This design comes from an exercise in tuning for small area, a short achievable clock period and few clock cycles per item on the open sky130 flow, not from production work.
At most, simulation tests tie the RTL to the original design; equivalence was not proved.

// conv_1d
module conv_1d #(
    parameter DATA_WIDTH  = 8,
    parameter KERNEL_SIZE = 16
) (
    input logic clk,
    input logic arst_n,
    input  logic [DATA_WIDTH-1:0] signal_data,
    input  logic                  signal_vld,
    input  logic                  signal_last,
    output logic                  signal_rdy,
    input  logic [KERNEL_SIZE*DATA_WIDTH-1:0] kernel,
    output logic [DATA_WIDTH*2+$clog2(KERNEL_SIZE)-1:0] result_data,
    output logic                    result_vld,
    output logic                    result_last,
    input  logic                    result_rdy
);
  logic [7:0] hist [16];
  always_ff @(posedge clk or negedge arst_n) begin
    if (!arst_n) begin
      for (int i = 0; i < 16; i++) hist[i] <= '0;
    end else if (signal_vld) begin
      for (int i = 0; i < 15; i++) hist[i] <= hist[i+1];
      hist[15] <= signal_data;
    end
  end
  logic [5:0] vld_p, last_p;
  always_ff @(posedge clk or negedge arst_n) begin
    if (!arst_n) begin
      vld_p  <= '0;
      last_p <= '0;
    end else begin
      vld_p  <= {vld_p[4:0], signal_vld};
      last_p <= {last_p[4:0], signal_vld & signal_last};
    end
  end
  logic [19:0] rowa, rowb, res_q;
  logic p1;
  logic p2;
  logic p3;
  logic p4;
  logic p5;
  logic p6;
  logic p7;
  logic p8;
  logic p9;
  logic p10;
  logic p11;
  logic p12;
  logic p13;
  logic p14;
  logic p15;
  logic p16;
  logic p17;
  logic p18;
  logic p19;
  logic p20;
  logic p21;
  logic p22;
  logic p23;
  logic p24;
  logic p25;
  logic p26;
  logic p27;
  logic p28;
  ...
Size in the first run: roughly 3300 cells after synthesis, ~160 I/O pins, about 0.042 mm² of cells after synthesis.
Settings: LEC_CHECK=0, CAP_MARGIN=20, CORE_MARGIN=2, CORE_UTILIZATION=40, SETUP_SLACK_MARGIN=3.6, SLEW_MARGIN=20, SYNTH_HIERARCHICAL=1, TNS_END_PERCENT=10; clock period 6.0 ns.
standard.sh (not shown) runs the stock make flow with config.mk's settings and CLKGATE_MAP_FILE= SYNTH_SCRIPT=/design/flow/synth_recipe.tcl, a recipe that flattens the netlist after the stock synthesis.
==> flow/flow/run.sh <==
#!/bin/bash
# The standard layout, with two changes: ports are buffered with plain
# buffers (buf_2, which the resizer may then size) instead of delay cells,
# and clock tree synthesis inserts no dummy loads.
set -euo pipefail
export BUFFER_PORTS_ARGS="-buffer_cell sky130_fd_sc_hd__buf_2"
export CTS_ARGS="-sink_clustering_enable -repair_clock_nets -dont_use_dummy_load -sink_clustering_size 25 -sink_clustering_max_diameter 80"
bash standard.sh > standard.log 2>&1
The first run passed the timing, design-rule and antenna checks.
Rerun with:
--- a/flow/flow/run.sh
+++ b/flow/flow/run.sh
@@ -7 +7 @@
-export CTS_ARGS="-sink_clustering_enable -repair_clock_nets -dont_use_dummy_load -sink_clustering_size 25 -sink_clustering_max_diameter 80"
+export CTS_ARGS="-sink_clustering_enable -repair_clock_nets -dont_use_dummy_load"
TNS_END_PERCENT = unset   (was 10)
The changed run went through all stages and came out clean.
Wire length goes up by 0.65%.
Setup slack is worse by 24 ps.
Global-route usage goes up by 0.31 points.
Die area does not change.
No functional check of the RTL was part of any run of this note.

* * *

== build 29 ==
Another version of the RTL of conv_1d (not shown whole).
For scale: about 3100 cells after synthesis, roughly 160 I/O pins, about 0.037 mm^2 of cells after synthesis.
clock: 6.0 ns
lec_check: 0
cap_margin: 20
core_margin: 2
core_utilization: 40
slew_margin: 20
synth_hierarchical: 1
run.sh (not shown) runs the stock make flow with config.mk's settings and CLKGATE_MAP_FILE= SYNTH_SCRIPT=/design/flow/synth_recipe.tcl, a recipe that flattens the netlist after the stock synthesis.
Stock flow here: none of the scripts above is used.
Setup changes, build 29 to trial 81
--- a/flow/config.mk
+++ b/flow/config.mk
@@ -10,2 +10,3 @@
 export CORE_UTILIZATION = 40
+export SETUP_SLACK_MARGIN = 3.0
 export SLEW_MARGIN = 20
Notes after the runs:
Trial 81 did not stop at any stage, and its layout met the timing, design-rule and antenna checks. Relative to build 29, clock tree buffer count of the final layout increased by 6.6% in trial 81. Looking at final worst-path setup slack, trial 81 sits 0.94 ns higher than build 29 does. Total via count after detailed routing essentially unchanged between build 29 and trial 81. Comparing build 29 and trial 81, the lower sequential share of layout area is on trial 81.
Function was not checked in any run of this note: the RTL went through the layout flow alone.

* * *

== job 101 ==
Another version of the RTL of conv_1d (not shown whole).
Size: roughly 3200 cells after synthesis, about 590 flip-flops, roughly 160 I/O pins, about 0.040 mm² of cells after synthesis.
## conv_1d
module conv_1d #(
    parameter DATA_WIDTH  = 8,
    parameter KERNEL_SIZE = 16
) (
    input logic clk,
    input logic arst_n,
    input  logic [DATA_WIDTH-1:0] signal_data,
    input  logic                  signal_vld,
    input  logic                  signal_last,
    output logic                  signal_rdy,
    input  logic [KERNEL_SIZE*DATA_WIDTH-1:0] kernel,
    output logic [DATA_WIDTH*2+$clog2(KERNEL_SIZE)-1:0] result_data,
    output logic                    result_vld,
    output logic                    result_last,
    input  logic                    result_rdy
);
clock: 6.0 ns
lec_check: 0
cap_margin: 20
core_margin: 2
core_utilization: 40
setup_slack_margin: 3.4
slew_margin: 20
synth_hierarchical: 1
Job 101: all stages complete, timing, DRC and antenna checks passed
Testbench counts of job 101, summed over its fixed seeds: cycles 16,040, items 16,000.
Edits applied to the flow inputs when going from job 101 to job 102:
- TNS_END_PERCENT: unset -> 10
- PLACE_DENSITY: unset -> 0.65
- CORE_UTILIZATION: 40 -> 55
==> flow/flow/run.sh (new file) <==
#!/bin/bash
# The standard layout, with two changes: ports are buffered with plain
# buffers (buf_2, which the resizer may then size) instead of delay cells,
# and clock tree synthesis inserts no dummy loads.
set -euo pipefail
export BUFFER_PORTS_ARGS="-buffer_cell sky130_fd_sc_hd__buf_2"
export CTS_ARGS="-sink_clustering_enable -repair_clock_nets -dont_use_dummy_load -sink_clustering_size 25 -sink_clustering_max_diameter 80"
bash standard.sh > standard.log 2>&1
==> flow/standard.sh (new file) <==
#!/bin/bash
# synth_recipe.tcl (not shown) runs the flow's synth.tcl, then flattens the netlist and writes it again
# the make line also repeats each setting of config.mk as NAME=value (left out here)
make -C /OpenROAD-flow-scripts/flow DESIGN_CONFIG=/design/flow/config.mk WORK_HOME=/design/flow/orfs CLKGATE_MAP_FILE= SYNTH_SCRIPT=/design/flow/synth_recipe.tcl "${@:-finish}"
removed: flow/run.sh
Notes after the runs:
Job 102 vs job 101, most common cell after layout, fill and taps aside: sky130_fd_sc_hd__fa_1 vs sky130_fd_sc_hd__nand2_1
Of job 101 and job 102, the run reporting the higher clock transition at the registers of the reported paths was job 102.
Taking job 102 as 1.0, job 101 lands at 1.17 on vertical die dimension.
Re wire length of the first global-routing pass: job 101 was higher than job 102.
On area growth from synthesis to final layout, the lower figure sits with job 102, not job 101.
Compared to job 101, job 102 was floorplanned on a smaller die.
The higher transition at the pin with the smallest max-transition slack of job 101 and job 102 is in job 102.
When job 102 is set beside job 101, its met2 wirelength from detailed routing turns out to be 0.37% larger.

* * *

Starting RTL as in the previous note.
==> flow/config.mk <==
export PLATFORM = sky130hd
export DESIGN_NAME = conv_1d
export DESIGN_NICKNAME = conv_1d
export VERILOG_FILES = /design/flow/design.v
export SDC_FILE = /design/flow/constraint.sdc
export NUM_CORES = 4
export LEC_CHECK = 0
export CAP_MARGIN = 20
export CORE_MARGIN = 2
export CORE_UTILIZATION = 40
export SETUP_SLACK_MARGIN = 3.4
export SLEW_MARGIN = 20
export SYNTH_HIERARCHICAL = 1
==> flow/constraint.sdc <==
create_clock -name core_clock -period 6.0 [get_ports {clk}]
set_input_delay 1.2000 -clock core_clock [delete_from_list [all_inputs] [get_ports {clk}]]
set_output_delay 1.2000 -clock core_clock [all_outputs]
set_load 0.01 [all_outputs]
standard.sh (not shown) runs the stock make flow with config.mk's settings and CLKGATE_MAP_FILE= SYNTH_SCRIPT=/design/flow/synth_recipe.tcl, a recipe that flattens the netlist after the stock synthesis.
==> flow/flow/run.sh <==
#!/bin/bash
# The standard layout, with two changes: ports are buffered with plain
# buffers (buf_2, which the resizer may then size) instead of delay cells,
# and clock tree synthesis inserts no dummy loads.
set -euo pipefail
export BUFFER_PORTS_ARGS="-buffer_cell sky130_fd_sc_hd__buf_2"
export CTS_ARGS="-sink_clustering_enable -repair_clock_nets -dont_use_dummy_load -sink_clustering_size 25 -sink_clustering_max_diameter 80"
bash standard.sh > standard.log 2>&1
Testbench counts at the start, summed over its fixed seeds: cycles 16,040, items 16,000.
Edit:
ABC_AREA = 1   (was not set)
TNS_END_PERCENT = 10   (was not set)
- setup slack degrades by 96 ps
- first-iteration DRC count fell by 10%
Edit:
==> flow/run.sh (new file) <==
#!/bin/bash
# synth_recipe.tcl (not shown) runs the flow's synth.tcl, then flattens the netlist and writes it again
# the make line also repeats each setting of config.mk as NAME=value (left out here)
make -C /OpenROAD-flow-scripts/flow DESIGN_CONFIG=/design/flow/config.mk WORK_HOME=/design/flow/orfs CLKGATE_MAP_FILE= SYNTH_SCRIPT=/design/flow/synth_recipe.tcl finish
ABC_AREA = not set   (was 1)
CTS_BUF_LIST = sky130_fd_sc_hd__clkbuf_4 sky130_fd_sc_hd__clkbuf_8   (was not set)
CTS_CLUSTER_SIZE = 24   (was not set)
TNS_END_PERCENT = not set   (was 10)
removed: flow/flow/run.sh
removed: flow/standard.sh
Result: The changed run produced a clean layout. Via count came out higher by 0.55%. Maximum frequency rose by 2.9%. Design area went up by 6.6%. Setup slack gains 77 ps. Clock skew falls by 41 ps. Count of clock-buffer cells in the layout is higher by 124. Global-route usage is higher by 1.4 points. Cell count is lower by 0.78%. Wire length climbs by 5.5%. Sequential cell count stays the same.
Edit:
CTS_BUF_LIST = not set   (was sky130_fd_sc_hd__clkbuf_4 sky130_fd_sc_hd__clkbuf_8)
CTS_CLUSTER_SIZE = not set   (was 24)
SETUP_SLACK_MARGIN = 3.8   (was 3.4)
Synthesized area stays the same; core utilization rose by 6.3 points; critical path depth does not change; cell area rose by 13%; sequential cell count stays the same; routed wire length rose by 1.9%; setup slack improves by 48 ps.

* * *

## run 1
Starting RTL as in the previous note.
Settings: LEC_CHECK=0, CAP_MARGIN=20, CORE_MARGIN=2, CORE_UTILIZATION=40, SETUP_SLACK_MARGIN=3.4, SLEW_MARGIN=20, SYNTH_HIERARCHICAL=1, TNS_END_PERCENT=2; clock period 6.0 ns.
==> flow/flow/run.sh <==
#!/bin/bash
# The standard layout, with two changes: ports are buffered with plain
# buffers (buf_2, which the resizer may then size) instead of delay cells,
# and clock tree synthesis inserts no dummy loads.
set -euo pipefail
export BUFFER_PORTS_ARGS="-buffer_cell sky130_fd_sc_hd__buf_2"
export CTS_ARGS="-sink_clustering_enable -repair_clock_nets -dont_use_dummy_load -sink_clustering_size 25 -sink_clustering_max_diameter 80"
bash standard.sh > standard.log 2>&1
Testbench counts of run 1, summed over its fixed seeds: cycles 16,040, items 16,000.
> inputs changed (run 1 -> run 2)
- TNS_END_PERCENT changed from 2 to 10
- SETUP_SLACK_MARGIN changed from 3.4 to 3.6
--- outcome ---
- [run 2] final instance area rose about 6% relative to run 1
- Compared with run 1, in run 2 CTS sink count closely matched the old numbers, total CTS buffers decreased by about 2.4% relative to the old numbers, pin count of the biggest net entering global routing decreased by 24 relative to the old numbers.
- The final period demand of the worst path of run 2 falls short of that of run 1 by 0.098 ns.
- Run 2 has cell count above what run 1 had.
- Non-clock buffer count was lower in the run labelled run 1.
- Run 2 can be clocked faster than run 1.
The following lists how run 3 was set up differently from run 2:
- clearing TNS_END_PERCENT, which used to be 10
- swapping 3.6 for 3.4 in SETUP_SLACK_MARGIN
==> flow/flow/run.sh <==
#!/bin/bash
# The standard layout, with two changes: ports are buffered with plain
# buffers (buf_2, which the resizer may then size) instead of delay cells,
# and clock tree synthesis inserts no dummy loads.
set -euo pipefail
export BUFFER_PORTS_ARGS="-buffer_cell sky130_fd_sc_hd__buf_2"
export CTS_ARGS="-sink_clustering_enable -repair_clock_nets -dont_use_dummy_load"
bash standard.sh > standard.log 2>&1
Findings:
Run 3 -> run 2: worst hold slack flat. Run 3: setup slack is 0.0091 ns lower than what run 2 reported. Count of clock-buffer cells in the layout: run 3 > run 2.
Here is what was changed in the inputs of run 4 compared with run 3.
- TNS_END_PERCENT newly set to 10
- SETUP_SLACK_MARGIN changed from 3.4 to 3.2
==> flow/flow/run.sh <==
#!/bin/bash
# The standard layout, with two changes: ports are buffered with plain
# buffers (buf_2, which the resizer may then size) instead of delay cells,
# and clock tree synthesis inserts no dummy loads.
set -euo pipefail
export BUFFER_PORTS_ARGS="-buffer_cell sky130_fd_sc_hd__buf_2"
export CTS_ARGS="-sink_clustering_enable -repair_clock_nets -dont_use_dummy_load -sink_clustering_size 25 -sink_clustering_max_diameter 80"
bash standard.sh > standard.log 2>&1
Results
The non-clock buffer count of run 4 is lower than that of run 3. Taking run 3 as the reference point, the final design area excluding fillers of run 4 falls by 6.5%. met2 global-route usage in run 4 is 1.3 points lower than in run 3. Total global-route track usage for run 4: 0.50 points down relative to run 3. Run 4 vs. run 3: met3 layer wire length in the routed design decreased by 510 um relative to the old numbers, final cell count decreased by 29 relative to the old numbers, via count closely matched the old numbers. The run showing the smaller clock network area share is run 4.

* * *

conv_1d again, from the RTL that the note above started with.
make LEC_CHECK=0 CAP_MARGIN=20 CORE_MARGIN=2 CORE_UTILIZATION=40 CTS_BUF_LIST=sky130_fd_sc_hd__clkbuf_16 CTS_CLUSTER_DIAMETER=60 CTS_CLUSTER_SIZE=20 SETUP_SLACK_MARGIN=3.4 SLEW_MARGIN=20 SYNTH_HIERARCHICAL=1 finish   # period 6.0 ns
run.sh (not shown) runs the stock make flow with config.mk's settings and CLKGATE_MAP_FILE= SYNTH_SCRIPT=/design/flow/synth_recipe.tcl, a recipe that flattens the netlist after the stock synthesis.
Stock flow here: none of the scripts above is used.
Testbench counts at the start, summed over its fixed seeds: cycles 16,040, items 16,000.
Change:
==> flow/flow/run.sh (new file) <==
#!/bin/bash
# The standard layout, with two changes: ports are buffered with plain
# buffers (buf_2, which the resizer may then size) instead of delay cells,
# and clock tree synthesis inserts no dummy loads.
set -euo pipefail
export BUFFER_PORTS_ARGS="-buffer_cell sky130_fd_sc_hd__buf_2"
export CTS_ARGS="-sink_clustering_enable -repair_clock_nets -dont_use_dummy_load -sink_clustering_size 25 -sink_clustering_max_diameter 80"
bash standard.sh > standard.log 2>&1
==> flow/standard.sh (new file) <==
#!/bin/bash
# synth_recipe.tcl (not shown) runs the flow's synth.tcl, then flattens the netlist and writes it again
# the make line also repeats each setting of config.mk as NAME=value (left out here)
make -C /OpenROAD-flow-scripts/flow DESIGN_CONFIG=/design/flow/config.mk WORK_HOME=/design/flow/orfs CLKGATE_MAP_FILE= SYNTH_SCRIPT=/design/flow/synth_recipe.tcl "${@:-finish}"
Settings changed: CTS_BUF_LIST sky130_fd_sc_hd__clkbuf_16 to default, CTS_CLUSTER_DIAMETER 60 to default, CTS_CLUSTER_SIZE 20 to default, PLACE_DENSITY from default to 0.7.
removed: flow/run.sh
After rerunning: The new run passed the timing, design-rule and antenna checks. Clock skew grows by 0.017 ns. Maximum frequency shrinks by 1.8%. Wire length shrinks by 2.5%.
Change:
==> flow/run.sh (new file) <==
#!/bin/bash
# synth_recipe.tcl (not shown) runs the flow's synth.tcl, then flattens the netlist and writes it again
# the make line also repeats each setting of config.mk as NAME=value (left out here)
make -C /OpenROAD-flow-scripts/flow DESIGN_CONFIG=/design/flow/config.mk WORK_HOME=/design/flow/orfs CLKGATE_MAP_FILE= SYNTH_SCRIPT=/design/flow/synth_recipe.tcl finish
Settings changed: CTS_BUF_LIST from default to sky130_fd_sc_hd__clkbuf_4 sky130_fd_sc_hd__clkbuf_8, CTS_CLUSTER_SIZE from default to 24, PLACE_DENSITY 0.7 to 0.75, SETUP_SLACK_MARGIN 3.4 to 3.3.
removed: flow/flow/run.sh
removed: flow/standard.sh
What happened: Via count came out higher by a few percent; setup slack is worse by 0.071 ns; wire length came out lower slightly; clock skew came out lower by 0.0097 ns; sequential cell count is unchanged; count of clock-buffer cells in the layout came out higher by 115; final cell count came out higher by a few percent; critical path depth does not change; core utilization came out higher by 1.1 points.
Change:
==> flow/flow/run.sh (new file) <==
#!/bin/bash
# The standard layout, with two changes: ports are buffered with plain
# buffers (buf_2, which the resizer may then size) instead of delay cells,
# and clock tree synthesis inserts no dummy loads.
set -euo pipefail
export BUFFER_PORTS_ARGS="-buffer_cell sky130_fd_sc_hd__buf_2"
export CTS_ARGS="-sink_clustering_enable -repair_clock_nets -dont_use_dummy_load -sink_clustering_size 25 -sink_clustering_max_diameter 80"
bash standard.sh > standard.log 2>&1
==> flow/standard.sh (new file) <==
#!/bin/bash
# synth_recipe.tcl (not shown) runs the flow's synth.tcl, then flattens the netlist and writes it again
# the make line also repeats each setting of config.mk as NAME=value (left out here)
make -C /OpenROAD-flow-scripts/flow DESIGN_CONFIG=/design/flow/config.mk WORK_HOME=/design/flow/orfs CLKGATE_MAP_FILE= SYNTH_SCRIPT=/design/flow/synth_recipe.tcl "${@:-finish}"
Settings changed: CTS_BUF_LIST sky130_fd_sc_hd__clkbuf_4 sky130_fd_sc_hd__clkbuf_8 to default, CTS_CLUSTER_SIZE 24 to default, PLACE_DENSITY 0.75 to default, SETUP_SLACK_MARGIN 3.3 to 3.4, TNS_END_PERCENT from default to 10.
removed: flow/run.sh
Result:
- The changed run finished with timing, DRC and antenna clean
- core utilization shrinks by 2.5 points
- synthesized cell count does not change
- non-clock buffer count rises by 3
- wire length grows by 0.93%
- global-route usage rose by 0.37 points
- setup slack improves by 0.063 ns

-- static timing again, ports no longer ideal --
The flow's constraints put no driver on any port. The routed layouts listed below were extracted and timed again, unchanged, in two steps.
Step 1 assumes that a clkbuf_16 drives the clock port and a buf_2 every other input.
Step 2 adds t to the input delays and takes it off the output delays; t is the mean of the earliest and latest rising clock arrival at the registers after step 1. Input paths then give back, and output paths get back, about the clock's delay inside the block.
Slacks: no drivers / after step 1 / after step 2; pairs: no drivers / after step 1.
run | shift t [ns] | setup slack, ns | hold WS [ns] | clock arrival spread, ns
the first run of note 1 | 0.712 | 3.521 / 3.535 / 2.823 | 0.315 / 0.315 / 0.315 | 0.084 / 0.084
the second run of note 1 | 0.709 | 3.497 / 3.476 / 2.767 | 0.324 / 0.324 / 0.324 | 0.055 / 0.055
build 29 | 0.698 | 1.950 / 1.977 / 1.280 | 0.326 / 0.326 / 0.326 | 0.025 / 0.025
trial 81 | 0.699 | 2.889 / 2.859 / 2.160 | 0.326 / 0.326 / 0.326 | 0.026 / 0.026
job 101 | 0.694 | 3.354 / 3.347 / 2.653 | 0.320 / 0.320 / 0.320 | 0.027 / 0.027
job 102 | 0.654 | 3.266 / 3.302 / 2.648 | 0.304 / 0.304 / 0.304 | 0.069 / 0.070
the first run of note 4 | 0.660 | 3.362 / 3.337 / 2.677 | 0.328 / 0.328 / 0.328 | 0.062 / 0.062
the second run of note 4 | 0.659 | 3.265 / 3.287 / 2.643 | 0.324 / 0.324 / 0.324 | 0.086 / 0.087
the third run of note 4 | 0.821 | 3.343 / 3.364 / 2.543 | 0.326 / 0.326 / 0.326 | 0.046 / 0.046
the fourth run of note 4 | 0.695 | 3.391 / 3.390 / 2.696 | 0.322 / 0.322 / 0.322 | 0.032 / 0.033
run 1 | 0.658 | 3.278 / 3.293 / 2.635 | 0.330 / 0.330 / 0.330 | 0.056 / 0.056
run 2 | 0.658 | 3.376 / 3.334 / 2.676 | 0.329 / 0.329 / 0.329 | 0.056 / 0.056
run 3 | 0.674 | 3.367 / 3.350 / 2.675 | 0.327 / 0.327 / 0.327 | 0.055 / 0.055
run 4 | 0.655 | 3.122 / 3.120 / 2.464 | 0.327 / 0.327 / 0.327 | 0.051 / 0.051
the first run of note 6 | 0.705 | 3.363 / 3.361 / 2.656 | 0.329 / 0.329 / 0.329 | 0.039 / 0.038
the second run of note 6 | 0.651 | 3.316 / 3.337 / 2.686 | 0.331 / 0.331 / 0.331 | 0.055 / 0.055
the third run of note 6 | 0.795 | 3.245 / 3.246 / 2.451 | 0.319 / 0.319 / 0.319 | 0.049 / 0.048
the fourth run of note 6 | 0.655 | 3.308 / 3.286 / 2.631 | 0.328 / 0.328 / 0.328 | 0.054 / 0.054
After both steps every run listed still meets setup and hold. For the third run of note 4, which loses most, drivers alone change the setup slack by +0.021 ns; drivers and shift together by -0.800 ns.
